What follows belongs to an exercise in optimizing a design on an open flow for small area; a production flow would make more cautious choices. The RTL was checked by simulation tests, not by an equivalence proof against the original design. Power and IR drop assume default switching activity.

File: flow/config.mk
export PLATFORM = sky130hd
export DESIGN_NAME = qcv_rv32i_core
export DESIGN_NICKNAME = qcv_rv32i_core
export VERILOG_FILES = /design/flow/design.v
export SDC_FILE = /design/flow/constraint.sdc
export NUM_CORES = 8
export LEC_CHECK = 0
export CAP_MARGIN = 20
export CORE_MARGIN = 2
export CORE_UTILIZATION = 40
export PLACE_DENSITY = 0.7
export SLEW_MARGIN = 20
export SYNTH_HIERARCHICAL = 1
export SYNTH_MINIMUM_KEEP_SIZE = 0
File: flow/constraint.sdc
create_clock -name core_clock -period 15.0 [get_ports {clk_i}]
set_input_delay 3.0000 -clock core_clock [delete_from_list [all_inputs] [get_ports {clk_i}]]
set_output_delay 3.0000 -clock core_clock [all_outputs]
set_load 0.01 [all_outputs]
File: flow/design.v
module qcv_fa (input a, input b, input c, output s, output co);
    assign {co, s} = a + b + c;
endmodule
module qcv_addsub (
    input  wire [31:0] a,
    input  wire [31:0] b,
    input  wire        sub,
    output wire [31:0] y,
    output wire        co
);
    localparam S1 = 11;
    localparam S2 = 22;
    wire [31:0] bx = b ^ {32{sub}};
    wire [S1:0] cl;
    wire [S2:S1] m0, m1;           
    wire [32:S2] h0, h1;           
    wire [S2-1:S1] ms0, ms1;
    wire [31:S2] hs0, hs1;
    assign cl[0] = sub;
    assign m0[S1] = 1'b0;
    assign m1[S1] = 1'b1;
    assign h0[S2] = 1'b0;
    assign h1[S2] = 1'b1;
    genvar i;
    generate
        for (i = 0; i < S1; i = i + 1) begin : g_lo
            qcv_fa u (.a(a[i]), .b(bx[i]), .c(cl[i]), .s(y[i]), .co(cl[i+1]));
        end
        for (i = S1; i < S2; i = i + 1) begin : g_mid
            qcv_fa u0 (.a(a[i]), .b(bx[i]), .c(m0[i]), .s(ms0[i]), .co(m0[i+1]));
            qcv_fa u1 (.a(a[i]), .b(bx[i]), .c(m1[i]), .s(ms1[i]), .co(m1[i+1]));
        end
        for (i = S2; i < 32; i = i + 1) begin : g_hi
            qcv_fa u0 (.a(a[i]), .b(bx[i]), .c(h0[i]), .s(hs0[i]), .co(h0[i+1]));
            qcv_fa u1 (.a(a[i]), .b(bx[i]), .c(h1[i]), .s(hs1[i]), .co(h1[i+1]));
        end
    endgenerate
    wire c1  = cl[S1];
    wire c1n = ~c1;
    wire c2, c2n;
    qcv_ao22 uc2 (.a1(c1n), .b1(m0[S2]), .a2(c1), .b2(m1[S2]), .y(c2));
    assign c2n = ~c2;
    generate
        for (i = S1; i < S2; i = i + 1) begin : g_mid_sel
            qcv_ao22 um (.a1(c1n), .b1(ms0[i]), .a2(c1), .b2(ms1[i]), .y(y[i]));
        end
        for (i = S2; i < 32; i = i + 1) begin : g_hi_sel
            qcv_ao22 um (.a1(c2n), .b1(hs0[i]), .a2(c2), .b2(hs1[i]), .y(y[i]));
        end
    endgenerate
    qcv_ao22 umc (.a1(c2n), .b1(h0[32]), .a2(c2), .b2(h1[32]), .y(co));
endmodule
module qcv_alu (
    input  wire [31:0] opa,
    input  wire [31:0] opb,
    input  wire        is_sub,
    input  wire [2:0]  f3,
    input  wire        ins30,
    input  wire        regimm,      
    input  wire        st,          
    input  wire [31:0] st_data,
    output wire [31:0] adder,
    output reg  [31:0] res,
    output wire        eq,          
    output wire [31:0] st_aligned   
);
    wire co;
    qcv_addsub u_add (.a(opa), .b(opb), .sub(is_sub), .y(adder), .co(co));
    wire sltu = ~co;
    wire slt  = (opa[31] ^ opb[31]) ? opa[31] : adder[31];
    wire [31:0] x = opa ^ opb;
    assign eq = ~|x;
    wire [4:0]  shamt = st ? {adder[1:0], 3'b000} : opb[4:0];
    wire        sh_left = st | (f3 == 3'b001);
    wire        sh_fill = ins30 & opa[31] & ~sh_left;
    wire [31:0] lsrc = st ? st_data : opa;
    wire [31:0] lsrc_rev, sh_l;
    genvar gi;
    generate
        for (gi = 0; gi < 32; gi = gi + 1) begin : g_rev
            assign lsrc_rev[gi] = lsrc[31-gi];
        end
    endgenerate
    wire [31:0] sh_in = sh_left ? lsrc_rev : opa;
    wire [63:0] sh_full = {{32{sh_fill}}, sh_in} >> shamt;
    wire [31:0] sh_r = sh_full[31:0];
    generate
        for (gi = 0; gi < 32; gi = gi + 1) begin : g_rev2
            assign sh_l[gi] = sh_r[31-gi];
        end
    endgenerate
    assign st_aligned = sh_l;
    always @(*) begin
        res = adder;
        if (regimm) begin
            case (f3)
                3'b001: res = sh_l;
                3'b010: res = {31'b0, slt};
                3'b011: res = {31'b0, sltu};
                3'b100: res = x;
                3'b101: res = sh_r;
                3'b110: res = opa | opb;
                3'b111: res = opa & opb;
                default: res = adder;
            endcase
        end
    end
endmodule
module qcv_aoi222 (input a1, input b1, input a2, input b2, input a3, input b3, output y);
    assign y = ~((a1 & b1) | (a2 & b2) | (a3 & b3));
endmodule
module qcv_ao222 (input a1, input b1, input a2, input b2, input a3, input b3, output y);
    assign y = (a1 & b1) | (a2 & b2) | (a3 & b3);
endmodule
module qcv_ao22 (input a1, input b1, input a2, input b2, output y);
    assign y = (a1 & b1) | (a2 & b2);
endmodule
module qcv_nand2 (input a, input b, output y);
    assign y = ~(a & b);
endmodule
module qcv_nand3 (input a, input b, input c, output y);
    assign y = ~(a & b & c);
endmodule
module qcv_inv (input a, output y);
    assign y = ~a;
endmodule
module qcv_or_nand4x2_nand3 (input [3:0] a, input [3:0] b, input [2:0] c, output y);
    assign y = ~(&a) | ~(&b) | ~(&c);
endmodule
module qcv_ld32 (input [31:0] d, input [31:0] q, input ld, input hold, output [31:0] y);
    genvar i;
    generate
        for (i = 0; i < 32; i = i + 1) begin : g
            qcv_ao22 u (.a1(ld), .b1(d[i]), .a2(hold), .b2(q[i]), .y(y[i]));
        end
    endgenerate
endmodule
module qcv_ld32b (input [31:0] d, input [31:0] q, input ldn, input holdn, output [31:0] y);
    wire ld, hold;
    qcv_inv u_l (.a(ldn), .y(ld));
    qcv_inv u_h (.a(holdn), .y(hold));
    qcv_ld32 u (.d(d), .q(q), .ld(ld), .hold(hold), .y(y));
endmodule
module qcv_sel3x32 (input [31:0] a, input [31:0] b, input [31:0] c,
                    input sa, input sb, input sc, output [31:0] y);
    genvar i;
    generate
        for (i = 0; i < 32; i = i + 1) begin : g
            qcv_ao222 u (.a1(sa), .b1(a[i]), .a2(sb), .b2(b[i]), .a3(sc), .b3(c[i]), .y(y[i]));
        end
    endgenerate
endmodule
module qcv_aoi22 (input a1, input b1, input a2, input b2, output y);
    assign y = ~((a1 & b1) | (a2 & b2));
endmodule
module qcv_sel4x32 (input [31:0] a, input [31:0] b, input [31:0] c, input [31:0] d,
                    input sa, input sb, input sc, input sd, output [31:0] y);
    genvar i;
    generate
        for (i = 0; i < 32; i = i + 1) begin : g
            wire n0, n1;
            qcv_aoi22 u0 (.a1(sa), .b1(a[i]), .a2(sb), .b2(b[i]), .y(n0));
            qcv_aoi22 u1 (.a1(sc), .b1(c[i]), .a2(sd), .b2(d[i]), .y(n1));
            qcv_nand2 u2 (.a(n0), .b(n1), .y(y[i]));
        end
    endgenerate
endmodule
module qcv_sel3x32b (input [31:0] a, input [31:0] b, input [31:0] c,
                     input san, input sbn, input scn, output [31:0] y);
    wire sa, sb, sc;
    qcv_inv u_a (.a(san), .y(sa));
    qcv_inv u_b (.a(sbn), .y(sb));
    qcv_inv u_c (.a(scn), .y(sc));
    qcv_sel3x32 u (.a(a), .b(b), .c(c), .sa(sa), .sb(sb), .sc(sc), .y(y));
endmodule
module qcv_sel4x32b (input [31:0] a, input [31:0] b, input [31:0] c, input [31:0] d,
                     input san, input sbn, input scn, input sdn, output [31:0] y);
    wire sa, sb, sc, sd;
    qcv_inv u_a (.a(san), .y(sa));
    qcv_inv u_b (.a(sbn), .y(sb));
    qcv_inv u_c (.a(scn), .y(sc));
    qcv_inv u_d (.a(sdn), .y(sd));
    qcv_sel4x32 u (.a(a), .b(b), .c(c), .d(d), .sa(sa), .sb(sb), .sc(sc), .sd(sd), .y(y));
endmodule
module qcv_rf_rdport #(parameter HAS_X = 1) (
    input  wire [991:0] rf,
    input  wire [31:1]  sel,
    input  wire [31:0]  x,
    input  wire         sel_x,
    output wire [31:0]  rdata
);
    genvar b, k;
    generate
        for (b = 0; b < 32; b = b + 1) begin : g_bit
            wire [10:0] n;
            for (k = 0; k < 10; k = k + 1) begin : g_grp
                qcv_aoi222 u_aoi (
                    .a1(sel[3*k+1]), .b1(rf[(3*k+0)*32+b]),
                    .a2(sel[3*k+2]), .b2(rf[(3*k+1)*32+b]),
                    .a3(sel[3*k+3]), .b3(rf[(3*k+2)*32+b]),
                    .y(n[k]));
            end
            if (HAS_X) begin : g_x
                qcv_aoi22 u_last (.a1(sel[31]), .b1(rf[30*32+b]), .a2(sel_x), .b2(x[b]), .y(n[10]));
            end else begin : g_nx
                qcv_nand2 u_last (.a(sel[31]), .b(rf[30*32+b]), .y(n[10]));
            end
            qcv_or_nand4x2_nand3 u_or (.a(n[3:0]), .b(n[7:4]), .c(n[10:8]), .y(rdata[b]));
        end
    endgenerate
endmodule
module qcv_csr_rdmux (
    input  wire [9*32-1:0] d,
    input  wire [8:0]      s,
    input  wire            s_misa,
    output wire [31:0]     y
);
    genvar b;
    generate
        for (b = 0; b < 32; b = b + 1) begin : g_bit
            wire [2:0] n;
            qcv_aoi222 u0 (.a1(s[0]), .b1(d[0*32+b]), .a2(s[1]), .b2(d[1*32+b]), .a3(s[2]), .b3(d[2*32+b]), .y(n[0]));
            qcv_aoi222 u1 (.a1(s[3]), .b1(d[3*32+b]), .a2(s[4]), .b2(d[4*32+b]), .a3(s[5]), .b3(d[5*32+b]), .y(n[1]));
            qcv_aoi222 u2 (.a1(s[6]), .b1(d[6*32+b]), .a2(s[7]), .b2(d[7*32+b]), .a3(s[8]), .b3(d[8*32+b]), .y(n[2]));
            if (b == 30 || b == 8) begin : g_misa
                assign y[b] = ~(n[0] & n[1] & n[2]) | s_misa;
            end else begin : g_plain
                assign y[b] = ~(n[0] & n[1] & n[2]);
            end
        end
    endgenerate
endmodule
module qcv_rv32i_core (
    input  wire        clk_i,
    input  wire        rst_ni,
    input  wire [31:0] hart_id_i,
    input  wire [31:0] boot_addr_i,
    output wire        instr_req_o,
    input  wire        instr_gnt_i,
    input  wire        instr_rvalid_i,
    output wire [31:0] instr_addr_o,
    input  wire [31:0] instr_rdata_i,
    input  wire        instr_err_i,
    output wire        data_req_o,
    input  wire        data_gnt_i,
    input  wire        data_rvalid_i,
    output wire        data_we_o,
    output wire [3:0]  data_be_o,
    output wire [31:0] data_addr_o,
    output wire [31:0] data_wdata_o,
    input  wire [31:0] data_rdata_i,
    input  wire        data_err_i,
    output wire        irq_pending_o,
    output wire        core_busy_o
);
    reg  [31:0] fifo_rdata0, fifo_rdata1;
    reg  [31:0] fifo_addr0, fifo_addr1;
    reg         fifo_err0, fifo_err1;
    reg         fifo_valid0, fifo_valid1;
    reg         fifo_wptr_q, fifo_rptr_q;
    reg  [1:0]  fifo_cnt_q;
    reg  [31:0] fetch_addr_q;
    reg  [1:0]  sd0;
    reg         sd1;
    reg         outst0, outst1;
    reg         disc0, disc1;
    reg         id_valid_q;
    reg         id_clr_q;       
    reg  [31:0] id_instr_q;
    reg  [31:0] id_pc_q;
    reg         id_ferr_q;
    reg         rst_req_q;
    reg         id_fsm_q;
    reg         ls_gnt_q;       
    reg         ls_rv_q;        
    reg  [29:0] ls_addr_q;
    reg  [31:0] ls_wdata_q;
    reg         ls_we_q;
    reg  [1:0]  ls_type_q;
    reg         ls_sign_q;
    reg  [1:0]  ls_off_q;
    reg  [31:0] ls_rdata_q;
    reg  [31:0] mstatus_q;
    reg  [31:0] mie_q, mip_q, mscratch_q, mcause_q, mtval_q;
    reg  [31:1] mepc_q;
    reg  [31:2] mtvec_hi_q;
    reg         mtvec_lo_q;
    reg         mstatus_v, mie_v, mip_v, mscratch_v, mcause_v, mtval_v, mepc_v;
    reg  [991:0] rf_q;
    reg  [31:1]  rf_v;
    wire [31:0] ins = id_instr_q;
    wire [6:0]  opcode = ins[6:0];
    wire [4:0]  rd     = ins[11:7];
    wire [2:0]  f3     = ins[14:12];
    wire [4:0]  rs1    = ins[19:15];
    wire [4:0]  rs2    = ins[24:20];
    wire [6:0]  f7     = ins[31:25];
    wire op_lui    = (opcode == 7'b0110111);
    wire op_auipc  = (opcode == 7'b0010111);
    wire op_jal    = (opcode == 7'b1101111);
    wire op_jalr   = (opcode == 7'b1100111);
    wire op_branch = (opcode == 7'b1100011);
    wire op_load   = (opcode == 7'b0000011);
    wire op_store  = (opcode == 7'b0100011);
    wire op_imm    = (opcode == 7'b0010011);
    wire op_reg    = (opcode == 7'b0110011);
    wire op_misc   = (opcode == 7'b0001111);
    wire op_system = (opcode == 7'b1110011);
    wire f7_zero = (f7 == 7'b0000000);
    wire f7_alt  = (f7 == 7'b0100000);
    wire sys_f3_csr = op_system & (f3[1:0] != 2'b00);    
    reg illegal_dec;
    always @(*) begin
        illegal_dec = 1'b0;
        if (op_load)  illegal_dec = (f3 == 3'b011) | (f3[2] & f3[1]);
        else if (op_store) illegal_dec = f3[2] | (f3[1] & f3[0]);
        else if (op_imm) begin
            if (f3 == 3'b001) illegal_dec = ~f7_zero;
            else if (f3 == 3'b101) illegal_dec = ~(f7_zero | f7_alt);
        end
        else if (op_reg) begin
            if (f3 == 3'b000 || f3 == 3'b101) illegal_dec = ~(f7_zero | f7_alt);
            else illegal_dec = ~f7_zero;
        end
        else if (op_system) begin
            if (f3 == 3'b100) illegal_dec = 1'b1;
            else if (f3 == 3'b000)
                illegal_dec = ~((ins[31:20] == 12'h000) | (ins[31:20] == 12'h001) |
                                (ins[31:20] == 12'h302) | (ins[31:20] == 12'h7b2) |
                                (ins[31:20] == 12'h105));
        end
        else if (!(op_lui | op_auipc | op_jal | op_jalr | op_branch | op_misc))
            illegal_dec = 1'b1;
    end
    wire data_req_dec = op_load | op_store;
    wire jump_dec     = op_jal | op_jalr | (op_misc & (f3 == 3'b001));
    function f_use_rs1(input [31:0] i);
        f_use_rs1 = (i[6:0] == 7'b1100011) | (i[6:0] == 7'b0000011) |
                    (i[6:0] == 7'b0100011) | (i[6:0] == 7'b0010011) | (i[6:0] == 7'b0110011) |
                    ((i[6:0] == 7'b1110011) & ~i[14] & (i[13:12] != 2'b00));
    endfunction
    function f_use_rs2(input [31:0] i);
        f_use_rs2 = (i[6:0] == 7'b1100011) | (i[6:0] == 7'b0100011) | (i[6:0] == 7'b0110011);
    endfunction
    function f_sel_pc(input [31:0] i);
        f_sel_pc = (i[6:0] == 7'b0010111) | (i[6:0] == 7'b1101111) | (i[6:0] == 7'b1100111);
    endfunction
    reg use_rs1, use_rs2, sel_pc;
    wire wr_class = op_lui | op_auipc | op_jal | op_jalr | op_load | op_imm | op_reg | sys_f3_csr;
    wire [31:0] rf_wdata;
    wire        rf_we;
    wire [31:0] rf_rdata_a, rf_rdata_b;
    wire [31:1] sel_a, sel_b, sel_an, sel_bn, rf_wen, rf_wn, rf_hold;
    wire [3:0] ra_h, rb_h, w_h;
    wire [7:0] ra_l, rb_l, w_l;
    genvar gi;
    generate
        for (gi = 0; gi < 4; gi = gi + 1) begin : g_pdh
            assign ra_h[gi] = use_rs1 & (rs1[4:3] == gi);
            assign rb_h[gi] = use_rs2 & (rs2[4:3] == gi);
            assign w_h[gi]  = rf_we & wr_class & ~id_clr_q & (rd[4:3] == gi);
        end
        for (gi = 0; gi < 8; gi = gi + 1) begin : g_pdl
            assign ra_l[gi] = (rs1[2:0] == gi);
            assign rb_l[gi] = (rs2[2:0] == gi);
            assign w_l[gi]  = (rd[2:0] == gi);
        end
        for (gi = 1; gi < 32; gi = gi + 1) begin : g_rf
            qcv_nand3 u_san (.a(ra_h[gi/8]), .b(ra_l[gi%8]), .c(rf_v[gi]), .y(sel_an[gi]));
            qcv_inv   u_sa  (.a(sel_an[gi]), .y(sel_a[gi]));
            qcv_nand3 u_sbn (.a(rb_h[gi/8]), .b(rb_l[gi%8]), .c(rf_v[gi]), .y(sel_bn[gi]));
            qcv_inv   u_sb  (.a(sel_bn[gi]), .y(sel_b[gi]));
            qcv_nand2 u_wn  (.a(w_h[gi/8]), .b(w_l[gi%8]), .y(rf_wn[gi]));
            qcv_inv   u_we  (.a(rf_wn[gi]), .y(rf_wen[gi]));
            qcv_inv   u_wh  (.a(rf_wen[gi]), .y(rf_hold[gi]));
            wire [31:0] d;
            qcv_ld32 u_ld (.d(rf_wdata), .q(rf_q[gi*32-32 +: 32]), .ld(rf_wen[gi]), .hold(rf_hold[gi]), .y(d));
            always @(posedge clk_i) rf_q[gi*32-32 +: 32] <= d;
            always @(posedge clk_i or negedge rst_ni) begin
                if (!rst_ni) rf_v[gi] <= 1'b0;
                else if (rf_wen[gi]) rf_v[gi] <= 1'b1;
            end
        end
    endgenerate
    qcv_rf_rdport #(.HAS_X(1)) u_rd_a (.rf(rf_q), .sel(sel_a), .x(id_pc_q), .sel_x(sel_pc), .rdata(rf_rdata_a));
    qcv_rf_rdport #(.HAS_X(0)) u_rd_b (.rf(rf_q), .sel(sel_b), .x(32'b0), .sel_x(1'b0), .rdata(rf_rdata_b));
    wire ls_store_done  = ls_gnt_q & data_gnt_i & ls_we_q;
    wire lsu_rvalid     = ls_rv_q & data_rvalid_i;
    wire lsu_resp_valid = lsu_rvalid | ls_store_done;
    wire load_err  = lsu_rvalid & data_err_i;
    wire store_err = ls_store_done & data_err_i;
    wire exc_any   = id_ferr_q | illegal_dec | load_err | store_err;
    wire exc_det   = id_valid_q & exc_any;
    wire stall_id  = id_fsm_q & ~lsu_resp_valid;
    wire do_stall  = stall_id | exc_det;
    wire executing = id_valid_q & ~do_stall;
    wire [31:0] imm_i = {{20{ins[31]}}, ins[31:20]};
    wire [31:0] imm_s = {{20{ins[31]}}, ins[31:25], ins[11:7]};
    wire [31:0] imm_u = {ins[31:12], 12'b0};
    wire [31:0] imm_j = {{12{ins[31]}}, ins[19:12], ins[20], ins[30:21], 1'b0};
    wire use_imm_i = op_jalr | op_load | op_imm;
    reg  [31:0] imm;
    always @(*) begin
        imm = 32'b0;
        if (use_imm_i) imm = imm_i;
        else if (op_store) imm = imm_s;
        else if (op_lui | op_auipc) imm = imm_u;
        else if (op_jal) imm = imm_j;
    end
    wire op_b_imm = op_lui | op_auipc | op_jal | op_jalr | op_load | op_store | op_imm;
    wire [31:0] opa = rf_rdata_a;
    wire [31:0] opb = op_b_imm ? imm : rf_rdata_b;
    wire alu_regimm = op_imm | op_reg;
    wire is_sub = op_branch | (op_reg & (f3 == 3'b000) & ins[30]) |
                  (alu_regimm & (f3[2:1] == 2'b01));
    wire [31:0] adder, alu_res, st_aligned;
    wire        ops_eq;
    qcv_alu u_alu (.opa(opa), .opb(opb), .is_sub(is_sub), .f3(f3), .ins30(ins[30]),
                   .regimm(alu_regimm), .st(op_store), .st_data(rf_rdata_b),
                   .adder(adder), .res(alu_res), .eq(ops_eq), .st_aligned(st_aligned));
    wire br_cond = (f3 == 3'b000) ? ops_eq :
                   (f3 == 3'b001) ? ~ops_eq :
                   (f3 == 3'b101) | (f3 == 3'b111);
    wire take     = (op_branch & br_cond) | jump_dec;
    wire do_flush = id_valid_q & (exc_any | (~do_stall & take));
    wire [11:0] caddr = ins[31:20];
    wire a_mstatus  = (caddr == 12'h300);
    wire a_misa     = (caddr == 12'h301);
    wire a_mie      = (caddr == 12'h304);
    wire a_mtvec    = (caddr == 12'h305);
    wire a_mscratch = (caddr == 12'h340);
    wire a_mepc     = (caddr == 12'h341);
    wire a_mcause   = (caddr == 12'h342);
    wire a_mtval    = (caddr == 12'h343);
    wire a_mip      = (caddr == 12'h344);
    wire a_mhartid  = (caddr == 12'hF14);
    wire [31:0] mtvec_q = {mtvec_hi_q, 1'b0, mtvec_lo_q};
    wire [31:0] csr_rdata;
    qcv_csr_rdmux u_csr_rd (
        .d({hart_id_i, mip_q, mtval_q, mcause_q, {mepc_q, 1'b0}, mscratch_q, mtvec_q, mie_q, mstatus_q}),
        .s({a_mhartid, a_mip & mip_v, a_mtval & mtval_v, a_mcause & mcause_v, a_mepc & mepc_v,
            a_mscratch & mscratch_v, a_mtvec, a_mie & mie_v, a_mstatus & mstatus_v}),
        .s_misa(a_misa),
        .y(csr_rdata));
    wire [31:0] csr_wsrc = f3[2] ? {27'b0, rs1} : rf_rdata_a;
    wire csr_wr_op  = (f3[1:0] == 2'b01) | ((f3[1:0] != 2'b00) & (rs1 != 5'd0));
    wire csr_rw_ok  = a_mstatus | a_mie | a_mtvec | a_mscratch | a_mepc | a_mcause | a_mtval | a_mip;
    wire csr_we     = executing & op_system & csr_wr_op & csr_rw_ok;
    wire [31:0] csr_wdata = (f3[1:0] == 2'b01) ? csr_wsrc :
                            (f3[1:0] == 2'b10) ? (csr_rdata | csr_wsrc) :
                                                 (csr_rdata & ~csr_wsrc);
    wire [2:0] exc_cause = id_ferr_q ? 3'd1 : illegal_dec ? 3'd2 : load_err ? 3'd5 : 3'd7;
    wire we_mstatus  = csr_we & a_mstatus;
    wire we_mie      = csr_we & a_mie;
    wire we_mip      = csr_we & a_mip;
    wire we_mscratch = csr_we & a_mscratch;
    wire we_mtvec    = csr_we & a_mtvec;
    wire we_mepc     = csr_we & a_mepc;
    wire we_mcause   = csr_we & a_mcause;
    wire we_mtval    = csr_we & a_mtval;
    wire [31:0] mstatus_d, mstatus_t;
    qcv_ld32b u_ms (.d(csr_wdata), .q(mstatus_q), .ldn(~we_mstatus),
                    .holdn(we_mstatus | (exc_det & ~mstatus_v)), .y(mstatus_t));
    assign mstatus_d = {mstatus_t[31:13], mstatus_t[12:11] | {2{exc_det}}, mstatus_t[10:8],
                        exc_det ? (mstatus_v & mstatus_q[3]) : mstatus_t[7], mstatus_t[6:4],
                        mstatus_t[3] & ~exc_det, mstatus_t[2:0]};
    always @(posedge clk_i) mstatus_q <= mstatus_d;
    wire [31:0] mie_d, mip_d, mscratch_d, mtval_d, mcause_d, mepc_d, mtvec_d;
    qcv_ld32b u_mie (.d(csr_wdata), .q(mie_q), .ldn(~we_mie), .holdn(we_mie), .y(mie_d));
    qcv_ld32b u_mip (.d(csr_wdata), .q(mip_q), .ldn(~we_mip), .holdn(we_mip), .y(mip_d));
    qcv_ld32b u_mscr (.d(csr_wdata), .q(mscratch_q), .ldn(~we_mscratch), .holdn(we_mscratch), .y(mscratch_d));
    qcv_sel3x32b u_mtval (.a(id_pc_q), .b(csr_wdata), .c(mtval_q),
                          .san(~exc_det), .sbn(~we_mtval), .scn(exc_det | we_mtval), .y(mtval_d));
    qcv_sel3x32b u_mepc (.a(id_pc_q), .b(csr_wdata), .c({mepc_q, 1'b0}),
                         .san(~exc_det), .sbn(~we_mepc), .scn(exc_det | we_mepc), .y(mepc_d));
    wire [31:0] mcause_t;
    qcv_ld32b u_mcause (.d(csr_wdata), .q(mcause_q), .ldn(~we_mcause), .holdn(exc_det | we_mcause), .y(mcause_t));
    assign mcause_d = {mcause_t[31:3], mcause_t[2:0] | (exc_det ? exc_cause : 3'b000)};
    qcv_sel3x32b u_mtvec (.a({boot_addr_i[31:2], 2'b00}), .b(csr_wdata), .c(mtvec_q),
                          .san(~rst_req_q), .sbn(~we_mtvec), .scn(rst_req_q | we_mtvec), .y(mtvec_d));
    always @(posedge clk_i) begin
        mie_q      <= mie_d;
        mip_q      <= mip_d;
        mscratch_q <= mscratch_d;
        mtval_q    <= mtval_d;
        mepc_q     <= mepc_d[31:1];
        mcause_q   <= mcause_d;
        mtvec_hi_q <= mtvec_d[31:2];
        mtvec_lo_q <= mtvec_d[0];
    end
    always @(posedge clk_i or negedge rst_ni) begin
        if (!rst_ni) begin
            mstatus_v <= 1'b0;
            mie_v <= 1'b0; mip_v <= 1'b0; mscratch_v <= 1'b0;
            mepc_v <= 1'b0; mcause_v <= 1'b0; mtval_v <= 1'b0;
        end else begin
            if (exc_det | we_mstatus) mstatus_v <= 1'b1;
            if (we_mie) mie_v <= 1'b1;
            if (we_mip) mip_v <= 1'b1;
            if (we_mscratch) mscratch_v <= 1'b1;
            if (exc_det | we_mepc)   mepc_v   <= 1'b1;
            if (exc_det | we_mcause) mcause_v <= 1'b1;
            if (exc_det | we_mtval)  mtval_v  <= 1'b1;
        end
    end
    wire rf_we_lsu = lsu_rvalid & ~data_err_i;
    wire rf_we_id  = executing & wr_class & ~op_load;
    assign rf_we   = rf_we_id | rf_we_lsu;
    qcv_sel3x32b u_wb (.a(ls_rdata_q), .b(csr_rdata), .c(alu_res),
                       .san(~rf_we_lsu), .sbn(rf_we_lsu | ~op_system), .scn(rf_we_lsu | op_system),
                       .y(rf_wdata));
    always @(posedge clk_i or negedge rst_ni) begin
        if (!rst_ni) id_fsm_q <= 1'b0;
        else if (do_flush) id_fsm_q <= 1'b0;
        else id_fsm_q <= id_fsm_q ? lsu_resp_valid : (executing & data_req_dec);
    end
    wire lsu_req = executing & data_req_dec & ~id_fsm_q;
    wire ls_idle = ~ls_gnt_q & ~ls_rv_q;
    wire [1:0] ls_type = (f3[1:0] == 2'b00) ? 2'b01 : (f3[1:0] == 2'b01) ? 2'b10 : 2'b11;
    wire [1:0] aoff = adder[1:0];
    always @(posedge clk_i or negedge rst_ni) begin
        if (!rst_ni) begin
            ls_gnt_q <= 1'b0;
            ls_rv_q  <= 1'b0;
        end else begin
            if (ls_idle) ls_gnt_q <= lsu_req;
            else if (ls_gnt_q & data_gnt_i) begin
                ls_gnt_q <= 1'b0;
                ls_rv_q  <= ~ls_we_q;
            end else if (ls_rv_q & data_rvalid_i) ls_rv_q <= 1'b0;
        end
    end
    wire [31:0] ls_wd_new = st_aligned;    
    wire [31:0] ls_wdata_d, ls_addr_d, ls_misc_d;
    qcv_ld32b u_ls_wd (.d(ls_wd_new), .q(ls_wdata_q), .ldn(~ls_idle), .holdn(ls_idle), .y(ls_wdata_d));
    qcv_ld32b u_ls_ad (.d({2'b00, adder[31:2]}), .q({2'b00, ls_addr_q}), .ldn(~ls_idle), .holdn(ls_idle), .y(ls_addr_d));
    qcv_ld32b u_ls_mi (.d({26'b0, op_store, ls_type, ~f3[2], aoff}),
                       .q({26'b0, ls_we_q, ls_type_q, ls_sign_q, ls_off_q}),
                       .ldn(~ls_idle), .holdn(ls_idle), .y(ls_misc_d));
    always @(posedge clk_i) begin
        ls_wdata_q <= ls_wdata_d;
        ls_addr_q  <= ls_addr_d[29:0];
        {ls_we_q, ls_type_q, ls_sign_q, ls_off_q} <= ls_misc_d[6:0];
    end
    wire [31:0] rsh = data_rdata_i >> {ls_off_q, 3'b000};
    wire [31:0] ld_val = (ls_type_q == 2'b01) ? {{24{ls_sign_q & rsh[7]}}, rsh[7:0]} :
                         (ls_type_q == 2'b10) ? {{16{ls_sign_q & rsh[15]}}, rsh[15:0]} :
                         data_rdata_i;
    wire [31:0] ls_rdata_d;
    qcv_ld32b u_ls_rd (.d(ld_val), .q(ls_rdata_q), .ldn(~lsu_rvalid), .holdn(lsu_rvalid), .y(ls_rdata_d));
    always @(posedge clk_i or negedge rst_ni) begin
        if (!rst_ni) ls_rdata_q <= 32'b0;
        else ls_rdata_q <= ls_rdata_d;
    end
    assign data_req_o   = ls_gnt_q;
    assign data_addr_o  = {ls_addr_q, 2'b00};
    assign data_be_o    = (ls_type_q == 2'b01) ? (4'b0001 << ls_off_q) :
                          (ls_type_q == 2'b10) ? (4'b0011 << ls_off_q) : 4'b1111;
    assign data_wdata_o = ls_wdata_q;
    assign data_we_o    = ls_we_q;
    wire branch   = do_flush;
    wire id_ready = ~do_stall;
    wire fifo_empty = (fifo_cnt_q == 2'b00);
    wire fifo_full  = (fifo_cnt_q == 2'b10);
    wire fifo_pop   = ~fifo_empty & id_ready;
    wire fifo_push  = instr_rvalid_i & ~disc0;
    wire [31:0] push_addr = {fetch_addr_q[31:2] - {28'b0, sd0}, fetch_addr_q[1:0]};
    wire mem_req_ok = ~fifo_full & ~outst1;
    wire do_fetch   = mem_req_ok & instr_gnt_i;
    assign instr_req_o  = mem_req_ok;
    assign instr_addr_o = fetch_addr_q;
    always @(posedge clk_i or negedge rst_ni) begin
        if (!rst_ni) begin
            fifo_valid0 <= 1'b0;
            fifo_valid1 <= 1'b0;
            fifo_wptr_q <= 1'b0;
            fifo_rptr_q <= 1'b0;
            fifo_cnt_q  <= 2'b00;
        end else if (branch) begin
            fifo_valid0 <= 1'b0;
            fifo_valid1 <= 1'b0;
            fifo_wptr_q <= 1'b0;
            fifo_rptr_q <= 1'b0;
            fifo_cnt_q  <= 2'b00;
        end else begin
            fifo_wptr_q <= fifo_wptr_q ^ fifo_push;
            fifo_rptr_q <= fifo_rptr_q ^ fifo_pop;
            if (fifo_push & ~fifo_pop) fifo_cnt_q <= fifo_cnt_q + 2'd1;
            else if (~fifo_push & fifo_pop) fifo_cnt_q <= fifo_cnt_q - 2'd1;
            if (fifo_pop & ~fifo_rptr_q) fifo_valid0 <= 1'b0;
            else if (fifo_push & ~fifo_wptr_q) fifo_valid0 <= 1'b1;
            if (fifo_pop & fifo_rptr_q) fifo_valid1 <= 1'b0;
            else if (fifo_push & fifo_wptr_q) fifo_valid1 <= 1'b1;
        end
    end
    wire push0 = fifo_push & ~fifo_wptr_q;
    wire push1 = fifo_push & fifo_wptr_q;
    wire [31:0] f_rdata0_d, f_rdata1_d, f_addr0_d, f_addr1_d, f_err_d;
    qcv_ld32b u_fd0 (.d(instr_rdata_i), .q(fifo_rdata0), .ldn(~push0), .holdn(push0), .y(f_rdata0_d));
    qcv_ld32b u_fd1 (.d(instr_rdata_i), .q(fifo_rdata1), .ldn(~push1), .holdn(push1), .y(f_rdata1_d));
    qcv_ld32b u_fa0 (.d(push_addr), .q(fifo_addr0), .ldn(~push0), .holdn(push0), .y(f_addr0_d));
    qcv_ld32b u_fa1 (.d(push_addr), .q(fifo_addr1), .ldn(~push1), .holdn(push1), .y(f_addr1_d));
    always @(posedge clk_i) begin
        fifo_rdata0 <= f_rdata0_d;
        fifo_rdata1 <= f_rdata1_d;
        fifo_addr0  <= f_addr0_d;
        fifo_addr1  <= f_addr1_d;
        if (push0) fifo_err0 <= instr_err_i;
        if (push1) fifo_err1 <= instr_err_i;
    end
    wire f_valid = (fifo_rptr_q ? fifo_valid1 : fifo_valid0) & ~fifo_empty;
    wire f_err   = fifo_rptr_q ? fifo_err1 : fifo_err0;
    wire [31:0] fetch_addr_d;
    wire        s_exc = exc_det;
    wire        s_br  = branch & ~exc_det;
    wire        s_inc = do_fetch & ~branch;
    qcv_sel4x32b u_fetch (.a(mtvec_q), .b(adder), .c(fetch_addr_q + 32'd4), .d(fetch_addr_q),
                          .san(~s_exc), .sbn(~s_br), .scn(~s_inc), .sdn(branch | s_inc), .y(fetch_addr_d));
    always @(posedge clk_i or negedge rst_ni) begin
        if (!rst_ni) fetch_addr_q <= 32'b0;
        else fetch_addr_q <= fetch_addr_d;
    end
    always @(posedge clk_i or negedge rst_ni) begin
        if (!rst_ni) begin
            outst0 <= 1'b0; outst1 <= 1'b0;
            disc0  <= 1'b0; disc1  <= 1'b0;
            sd0 <= 2'd0;
            sd1 <= 1'b0;
        end else begin
            if (do_fetch) begin
                sd0 <= {sd1, ~sd1};
                sd1 <= 1'b1;
            end else if (instr_rvalid_i) begin
                sd0 <= {1'b0, sd1};
            end
            if (branch) begin
                outst0 <= 1'b0; outst1 <= 1'b0;
                disc0  <= 1'b1; disc1  <= 1'b1;
            end else begin
                if (instr_rvalid_i | do_fetch) begin
                    outst0 <= outst1;
                    disc0  <= disc1;
                end
                if (do_fetch) begin
                    outst1 <= 1'b1;
                    disc1  <= 1'b0;
                end else if (~instr_rvalid_i) begin
                    outst1 <= outst0 & outst1;
                end else begin
                    outst1 <= 1'b0;
                end
            end
        end
    end
    wire id_load = ~branch & id_ready & f_valid;
    wire id_ld0  = id_load & ~fifo_rptr_q;
    wire id_ld1  = id_load & fifo_rptr_q;
    always @(posedge clk_i or negedge rst_ni) begin
        if (!rst_ni) begin
            id_valid_q <= 1'b0;
            id_clr_q   <= 1'b1;
            rst_req_q  <= 1'b1;
        end else begin
            rst_req_q <= 1'b0;
            if (branch) begin
                id_valid_q <= 1'b0;
                id_clr_q   <= 1'b1;
            end else if (id_ready) begin
                id_valid_q <= f_valid;
                if (f_valid) id_clr_q <= 1'b0;
            end
        end
    end
    wire [31:0] id_instr_d, id_pc_d;
    qcv_sel3x32b u_id_i (.a(fifo_rdata0), .b(fifo_rdata1), .c(id_instr_q),
                         .san(~id_ld0), .sbn(~id_ld1), .scn(id_load), .y(id_instr_d));
    qcv_sel3x32b u_id_p (.a(fifo_addr0), .b(fifo_addr1), .c(id_pc_q),
                         .san(~id_ld0), .sbn(~id_ld1), .scn(id_load), .y(id_pc_d));
    always @(posedge clk_i) begin
        id_instr_q <= id_instr_d;
        use_rs1    <= f_use_rs1(id_instr_d);
        sel_pc     <= f_sel_pc(id_instr_d);
        use_rs2    <= f_use_rs2(id_instr_d);
        id_pc_q    <= id_pc_d;
        if (id_load) id_ferr_q <= f_err;
    end
    assign core_busy_o   = outst0 | outst1 | mem_req_ok | ls_gnt_q | ls_rv_q;
    assign irq_pending_o = 1'b0;
endmodule
File: flow/flow/run.sh
#!/bin/bash
# Own layout flow: the standard ORFS flow (standard.sh) with these changes:
#  - port buffers use the smallest buffer cell
#  - before global placement, cells driving three or more pins are swapped for the
#    stronger cell of the same function and area (flow/free_upsize.tcl)
#  - global placement runs its repair of slew and capacitance but weights no nets
#    for timing: the design has ample slack
#  - clock tree synthesis builds the tree from clkbuf_8 cells with sink clusters
#    sized to keep flip-flop clock-pin slew well under the limit, and inserts no dummy loads
# Each tool's full output is in orfs/logs/; make's output is in own_flow.log.
set -uo pipefail
W=$(pwd)
F=$W/flow
sed "s|source \$::env(SCRIPTS_DIR)/synth.tcl|source $W/own_synth.tcl|" synth_recipe.tcl > own_synth_recipe.tcl
sed "s|^source \$::env(SCRIPTS_DIR)/synth_preamble.tcl\$|source \$::env(SCRIPTS_DIR)/synth_preamble.tcl\nset abc_args [lreplace \$abc_args 1 1 $F/abc_area.script]\nlappend abc_args -dont_use sky130_fd_sc_hd__clkinv_1 -dont_use sky130_fd_sc_hd__clkinv_2 -dont_use sky130_fd_sc_hd__clkinvlp_2|" \
    "$FLOW_HOME/scripts/synth.tcl" > own_synth.tcl
if ! grep -q "own_synth.tcl" own_synth_recipe.tcl || ! grep -q "abc_area.script" own_synth.tcl; then
    echo "could not patch the synthesis script" > own_flow.log
    exit 1
fi
bash standard.sh \
    "SYNTH_SCRIPT=$W/own_synth_recipe.tcl" \
    "BUFFER_PORTS_ARGS=-buffer_cell sky130_fd_sc_hd__buf_1" \
    "GLOBAL_PLACEMENT_ARGS=-timing_driven_nets_percentage 0" \
    "PRE_GLOBAL_PLACE_TCL=$F/free_upsize.tcl" \
    "CTS_ARGS=-sink_clustering_enable -repair_clock_nets -dont_use_dummy_load -buf_list sky130_fd_sc_hd__clkbuf_8 -sink_clustering_size 16 -sink_clustering_max_diameter 60" \
    finish > own_flow.log 2>&1
File: flow/flow/abc_area.script
strash
ifraig
scorr
dc2
strash
dch -f
amap
topo
File: flow/flow/free_upsize.tcl
# Before global placement: a cell whose output drives several pins is swapped
# for the stronger variant of the same function that has the same area
# (inv_1 -> inv_2, o21ai_0 -> o21ai_1, ...). Area is unchanged.
set swaps {
  inv_1 inv_2  o21ai_0 o21ai_1  and2_0 and2_1  or2_0 or2_2  or2_1 or2_2
  a31o_1 a31o_2  a21boi_0 a21boi_1  o311ai_0 o311ai_1  mux2_1 mux2_2
  a21bo_1 a21bo_2  o211a_1 o211a_2  o21ba_1 o21ba_2  o221a_1 o221a_2
  or3b_1 or3b_2  or4b_1 or4b_2  and4bb_1 and4bb_2
}
set min_fanout 3
set db [ord::get_db]
set block [ord::get_db_block]
set to {}
foreach {a b} $swaps { dict set to sky130_fd_sc_hd__$a [$db findMaster sky130_fd_sc_hd__$b] }
set n 0
foreach inst [$block getInsts] {
  set m [[$inst getMaster] getName]
  if {![dict exists $to $m]} { continue }
  foreach it [$inst getITerms] {
    if {[$it isOutputSignal]} {
      set net [$it getNet]
      if {$net ne "NULL" && [llength [$net getITerms]] > $min_fanout} {
        $inst swapMaster [dict get $to $m]
        incr n
      }
    }
  }
}
puts "free_upsize: $n cells changed to a stronger cell of the same area"
File: flow/standard.sh
#!/bin/bash
# synth_recipe.tcl (not shown) runs the flow's synth.tcl, then flattens the netlist and writes it again
# the make line also repeats each setting of config.mk as NAME=value (left out here)
make -C /OpenROAD-flow-scripts/flow DESIGN_CONFIG=/design/flow/config.mk WORK_HOME=/design/flow/orfs CLKGATE_MAP_FILE= SYNTH_SCRIPT=/design/flow/synth_recipe.tcl "${@:-finish}"
==> results.json <==
{
  "grtUsageTotal_pct": 35.1,
  "viasPerCell": 7.53,
  "crit_fanout": 32,
  "dr_wl_met2_mm": 135,
  "grt_max_degree": 67,
  "fmax_mhz": 72.3,
  "cts_inserted_buffers": 121,
  "crit_buf_inv": 6,
  "clkTransAtPathRegs_ns": 0.10,
  "drive_above_1_share_pct": 7.58,
  "grt_setup_unrepaired": "false",
  "maxCapViolations": 0,
  "wl_met3_mm": 51.6,
  "finalSetupViolations": 0,
  "maxSlewViolCount": 0,
  "hpwl_mm": 205,
  "met1_length_mm": 115,
  "fin_crit_sh_pct": 92.2,
  "insertion_delay_ns": 1.04,
  "worstMarginPinSlew_ns": 1.18,
  "cp.arrival_ns": 14.67,
  "slowest_delay_ns": 0.74,
  "grt_overflow": 0,
  "finalInstanceArea_sq_mm": 0.0750,
  "p_per_area_mw_per_mm2": 128,
  "min_path_type": "flop to flop",
  "post_cts_buffers": 0,
  "maxSlewHeadroom_pct": 21.0,
  "die-width_um": 419,
  "vias": 69500,
  "place_area_sq_mm": 0.0732,
  "cts_buffer_depth": 3,
  "cts_tree": "built",
  "hold-worst-slack_ns": 0.431,
  "cpMostUsedCell": "fa_1",
  "grt_pass1_wl_mm": 459,
  "first_pass_iters": 14,
  "critPathKind": "flop to flop",
  "highest_layer": "met5",
  "finalClockSkew_ns": 0.148,
  "synth_area_per_cell_sq_um": 10.6,
  "cts-root-buf": "clkbuf_8",
  "synthToLayoutAreaGrowth_pct": 8.61,
  "status": "no timing/DRC/antenna violations",
  "antenna_found_initial": 17,
  "endpoint_kind": "flop",
  "fin_setup_tns_ns": 0,
  "start_util_pct": 40.2,
  "finalHoldViolCount": 0,
  "synth_cells": 6506,
  "wl_per_cell_um": 35.4,
  "io-pin-count": 241,
  "synth_area_sq_mm": 0.0690,
  "gp_congestion": 1.05,
  "cp-start-kind": "flop",
  "ant_nets": 0,
  "dieArea_sq_mm": 0.176,
  "crit_path_top_delay_cell": "a222oi_1",
  "cp.required_ns": 15.84,
  "cts_resized": 0,
  "cts_sinks": 1633,
  "irDropWorstVdd_uv": 104,
  "hold_buffers": 0,
  "post-route-min-period_ns": 13.83,
  "htreeDepth": 3,
  "drt_iter0_markers": 16900,
  "coreArea_sq_mm": 0.172,
  "leakage_nw": 28.7,
  "dp_slack_ns": 2.40,
  "grt_pass1_vias": 63700,
  "wirelength_mm": 327,
  "drc": 0,
  "io_buffers": 235,
  "utilization_pct": 43.7,
  "die_y_um": 419,
  "yosys_warnings": 8,
  "placement_rows": 152,
  "nFillCells": 16600,
  "layout_setup_ws_ns": 1.17,
  "nNetsFinal": 7183,
  "cpLargestDelayFamily": "adder cells"
}
[per-stage QoR]
| stage | cells | power [mW] |
|---|---|---|
| 2_1_floorplan | 6515 | 6.39 |
| 3_3_place_gp | 9100 | 7.35 |
| 3_5_place_dp | 9103 | 7.41 |
| 4_1_cts | 9224 | 9.47 |
| 5_1_grt | 9230 | 9.90 |
| 6_report | 9236 | 9.61 |
[power by group]
part / switching (mW) / total, mW / internal, mW
Sequential: 0.498 / 5.27 / 4.77
Combinational: 1.53 / 2.18 / 0.649
Clock: 1.44 / 2.16 / 0.715
[cell type report]
cell class	count	area [sq um]	area share, %
Antenna cell	11	27.5	0.0367
Timing Repair Buffer	284	1250	1.67
Clock buffer	121	1670	2.22
Tap cell	2310	2890	3.86
Multi-Input combinational cell	4217	33300	44.4
Sequential cell	1633	33300	44.5
Inverter	660	2480	3.31
[path summary, 6_finish.rpt]
| kind | from | end | slack (ns) | cells past startpoint |
|---|---|---|---|---|
| worst max-delay path | id_instr_q[20] | rf_q[800] | 1.17 | 39 |
| worst min-delay path | fifo_rdata0[26] | id_instr_q[26] | 0.43 | 2 |
| worst max register to register | id_instr_q[20] | rf_q[800] | 1.17 | 39 |
| worst min register to register | fifo_rdata0[26] | id_instr_q[26] | 0.43 | 2 |
| max in group asynchronous | rst_ni | ls_rdata_q[5] | 11.30 | 3 |
| min in group asynchronous | rst_ni | fetch_addr_q[28] | 1.88 | 1 |
[tightest hold or removal path, cell delays in order (launching register included)]
cell and delay [ns]:
dfxtp_1 0.34, a222oi_1 0.09, inv_1 0.05
[cells in the final DEF, fill, tap and decap left out, types with 119 or more instances in the layout]
master / n
a222oi_1: 932
a22o_1: 1406
a22oi_1: 124
buf_1: 234
clkbuf_8: 121
dfrtp_1: 119
dfxtp_1: 1509
inv_1: 339
inv_2: 321
nand2_1: 301
nand3_1: 125
nand4_1: 197
nor2_1: 280
[per-layer routing]
layer,track usage [%],up-vias
met4,21.2,14
met1,43.3,33700
li1,-,28300
met3,13.7,1361
met2,51.5,6236
met5,0.778,-
[flip-flops by register name (all words and copies together) (netlist names), 2 cells and up]
signal        cells
id_pc_q          32
fifo_addr1       32
ls_addr_q        30
mtval_q          32
mepc_q           31
fifo_rdata0      32
id_instr_q       32
mcause_q         32
fetch_addr_q     32
fifo_rdata1      32
ls_off_q          2
ls_wdata_q       32
mie_q            32
ls_type_q         2
fifo_cnt_q        2
mtvec_hi_q       30
rf_q            992
ls_rdata_q       32
mscratch_q       32
rf_v             31
fifo_addr0       32
mip_q            32
mstatus_q        32
sd0               2

==> static timing again, ports no longer ideal <==
Ports are ideal in the flow. The routed layout listed here was re-timed in OpenROAD.
Step 1: set_driving_cell puts a clkbuf_16 on clk_i and a buf_2 on each other input, an assumption about the parent block.
Step 2, shift: input delay + t, output delay - t, t = (earliest + latest rising clock arrival at the registers) / 2. This alone moves slack from input paths to output paths.
a / b / c = ideal ports / drivers / drivers and shift; a / b = the first two.
shift t [ns]: 1.049
setup slack, ns: 1.174 / 1.174 / 1.174
worst setup path after step 2: register to register
latest minus earliest clock arrival (ns): 0.147 / 0.148
After both steps setup and hold are still met in this run. The setup slack of this run moves by 0.000 ns with the drivers and by 0.000 ns with both steps.
